What follows belongs to an exercise in optimizing a design on an open flow for small area and a short achievable clock period; a production flow would make more cautious choices.
In this exercise RTL edits were held to simulation tests only and were not proved equivalent to the original.

==> run Z: inputs <==
## ldpc_decoder
module ldpc_decoder #(
   parameter BPS = 12,
   parameter LAMBDA_IBITS = 3,
   parameter LAMBDA_FBITS = 3,
   parameter LAMBDA_NBITS = LAMBDA_IBITS + LAMBDA_FBITS
)(
   input wire clk,
   input wire lambda_valid,
   input wire [(BPS*LAMBDA_NBITS)-1:0] lambda,
   output wire [BPS-1:0] v_hat,
   output wire done
);
   function [5:0] vn_key;
      input [5:0] lambda;
      input [6:0] m;
      reg [6:0] a, b, t;
      reg c;
      integer i;
      begin
         a = {lambda[5], lambda};
         b = {m[6], m[6:1]};
         c = m[0];
         for (i = 0; i < 7; i = i + 1) begin
            t[i] = a[i] ^ b[i] ^ c;
            c = (a[i] & b[i]) | (a[i] & c) | (b[i] & c);
         end
         vn_key = {{5{t[6] == t[5]}} & (t[4:0] ^ {5{~t[6]}}), ~t[6]};
      end
   endfunction
   function [5:0] ch_key;
      input [5:0] lambda;
      ch_key = {lambda[4:0] ^ {5{~lambda[5]}}, ~lambda[5]};
   endfunction
   function ge;
      input [5:0] a, b;
      reg [5:0] g, l;
      reg g10, l10, g32, l32, g54, l54, g30, l30;
      begin
         g = a & ~b;
         l = ~a & b;
         g10 = g[1] | (~l[1] & g[0]);  l10 = l[1] | (~g[1] & l[0]);
         g32 = g[3] | (~l[3] & g[2]);  l32 = l[3] | (~g[3] & l[2]);
         g54 = g[5] | (~l[5] & g[4]);  l54 = l[5] | (~g[5] & l[4]);
         g30 = g32 | (~l32 & g10);     l30 = l32 | (~g32 & l10);
         ge = g54 | (~l54 & ~l30);
      end
  ...
Settings: LEC_CHECK=0, CAP_MARGIN=20, CORE_MARGIN=2, CORE_UTILIZATION=40, CTS_CLUSTER_DIAMETER=120, CTS_CLUSTER_SIZE=20, SLEW_MARGIN=20, SYNTH_HIERARCHICAL=1, SYNTH_MINIMUM_KEEP_SIZE=0; clock period 13.0 ns.
standard.sh (not shown) runs the stock make flow with config.mk's settings and CLKGATE_MAP_FILE= SYNTH_SCRIPT=/design/flow/synth_recipe.tcl, a recipe that flattens the netlist after the stock synthesis.
==> flow/flow/run.sh <==
#!/bin/bash
# The standard layout (the standard.sh, unchanged synthesis), with two
# settings changed:
#  - port buffers use a plain buffer cell (sky130_fd_sc_hd__buf_2);
#  - timing repair aims for a setup slack of MARGIN ns, i.e. a period shorter
#    than the design's; the constraints themselves are not changed.
# Each make run's full output goes to a log of its own in this folder.
set -o pipefail
MARGIN=6.7
bash standard.sh "BUFFER_PORTS_ARGS=-buffer_cell sky130_fd_sc_hd__buf_2" SETUP_SLACK_MARGIN=$MARGIN finish > standard.log 2>&1
==> run Y (differences from run Z) <==
--- a/flow/design.v
+++ b/flow/design.v
@@ -56,15 +56,15 @@
       input [6:0] m;
       reg [6:0] a, b, t;
       reg c;
       integer i;
       begin
-         a = {lambda[5], lambda};
-         b = {m[6], m[6:1]};
-         c = m[0];
+         a = ~{lambda[5], lambda};
+         b = ~{m[6], m[6:1]};
+         c = ~m[0];
          for (i = 0; i < 7; i = i + 1) begin
-            t[i] = a[i] ^ b[i] ^ c;
+            t[i] = ~(a[i] ^ b[i] ^ c);
             c = (a[i] & b[i]) | (a[i] & c) | (b[i] & c);
          end
          vn_key = {{5{t[6] == t[5]}} & (t[4:0] ^ {5{~t[6]}}), ~t[6]};
       end
    endfunction
==> flow/flow/run.sh (replaced) <==
#!/bin/bash
# The standard layout (the standard.sh, unchanged synthesis), with these
# settings changed:
#  - port buffers use a plain buffer cell (sky130_fd_sc_hd__buf_2);
#  - timing repair aims for a setup slack of MARGIN_PLACE ns up to clock tree
#    synthesis and MARGIN_ROUTE ns after global routing, i.e. a period shorter
#    than the design's; the constraints themselves are not changed.
# Each make run's full output goes to a log of its own in this folder.
set -o pipefail
MARGIN_PLACE=7
MARGIN_ROUTE=6.7
BUF="BUFFER_PORTS_ARGS=-buffer_cell sky130_fd_sc_hd__buf_2"
bash standard.sh "$BUF" SETUP_SLACK_MARGIN=$MARGIN_PLACE cts > standard_cts.log 2>&1 || exit 1
bash standard.sh "$BUF" SETUP_SLACK_MARGIN=$MARGIN_ROUTE finish > standard_finish.log 2>&1
--- a/flow/config.mk
+++ b/flow/config.mk
@@ -5,11 +5,12 @@
 export SDC_FILE = /design/flow/constraint.sdc
 export NUM_CORES = 4
 export LEC_CHECK = 0
 export CAP_MARGIN = 20
 export CORE_MARGIN = 2
-export CORE_UTILIZATION = 40
+export CORE_UTILIZATION = 60
 export CTS_CLUSTER_DIAMETER = 120
 export CTS_CLUSTER_SIZE = 20
+export PLACE_DENSITY = 0.75
 export SLEW_MARGIN = 20
 export SYNTH_HIERARCHICAL = 1
 export SYNTH_MINIMUM_KEEP_SIZE = 0
==> results.txt <==
item                                                                          run Y                   run Z
Outcome                                                    timing/DRC/antenna clean  timing/DRC/antenna clean
Global-route total usage across every layer                                   37.4%                   23.9%
Syn Nets                                                                       3231                    3454
Total met2 wirelength after detailed routing                                37.8 mm                 38.6 mm
Number of antenna repair diodes                                                   2                       0
Via density                                                                    6.54                    5.77
Data arrival time of the worst path                                         3.61 ns                 3.69 ns
Maximum number of pins on one net before global-route repair                    114                     164
Vias after detailed routing                                                   22800                   23100
Synthesized cell area                                                    0.0256 mm2              0.0265 mm2
Compound-gate portion of the synthesized area                                 22.4%                   22.7%
Mux share of post-synthesis cell area                                         1.85%                   1.12%
# Taps                                                                          539                     864
CP startpoint                                                    c2_m2_F[4]$_DFF_P_  lambda_F[29]$_DFFE_PP_
Starting density of the core                                                  60.8%                   40.3%
Die footprint                                                            0.0443 mm2              0.0682 mm2
Final Wtd Congestion                                                           1.03                   0.969
Minimum period implied by the final worst setup slack                       6.21 ns                 6.29 ns
Minimum setup slack among reg-to-reg paths                                  6.88 ns                 7.02 ns
Clock latency reported for the late side of the worst-skew pair             0.53 ns                 0.54 ns
Placement row count                                                              75                      94
Wire length of the first global-routing pass                                 129 mm                  127 mm
Number of CTS-inserted buffers                                                   15                      16

static timing again, ports no longer ideal:
The results above use ideal ports. As a check the final layouts listed here were re-extracted and re-timed, cells and wires unchanged.
Step 1 (the two cells are an assumption about what drives the block):
set clk [get_ports {clk}]
set_driving_cell -lib_cell sky130_fd_sc_hd__clkbuf_16 $clk
set_driving_cell -lib_cell sky130_fd_sc_hd__buf_2 [delete_from_list [all_inputs] $clk]
Step 2, shift: input delay + t, output delay - t, t = (earliest + latest rising clock arrival at the registers) / 2. This alone moves slack from input paths to output paths.
Slacks: ideal / step 1 / step 2; pairs: ideal / step 1.
run | shift t [ns] | setup slack, ns | worst hold slack (ns)
run Z | 0.591 | 6.705 / 6.646 / 6.158 | 1.226 / 1.226 / 1.226
run Y | 0.583 | 6.791 / 6.729 / 6.273 | 1.228 / 1.228 / 1.228
After both steps setup and hold are still met in every run listed. For run Z, which loses most, drivers alone change the setup slack by -0.059 ns; drivers and shift together by -0.547 ns.
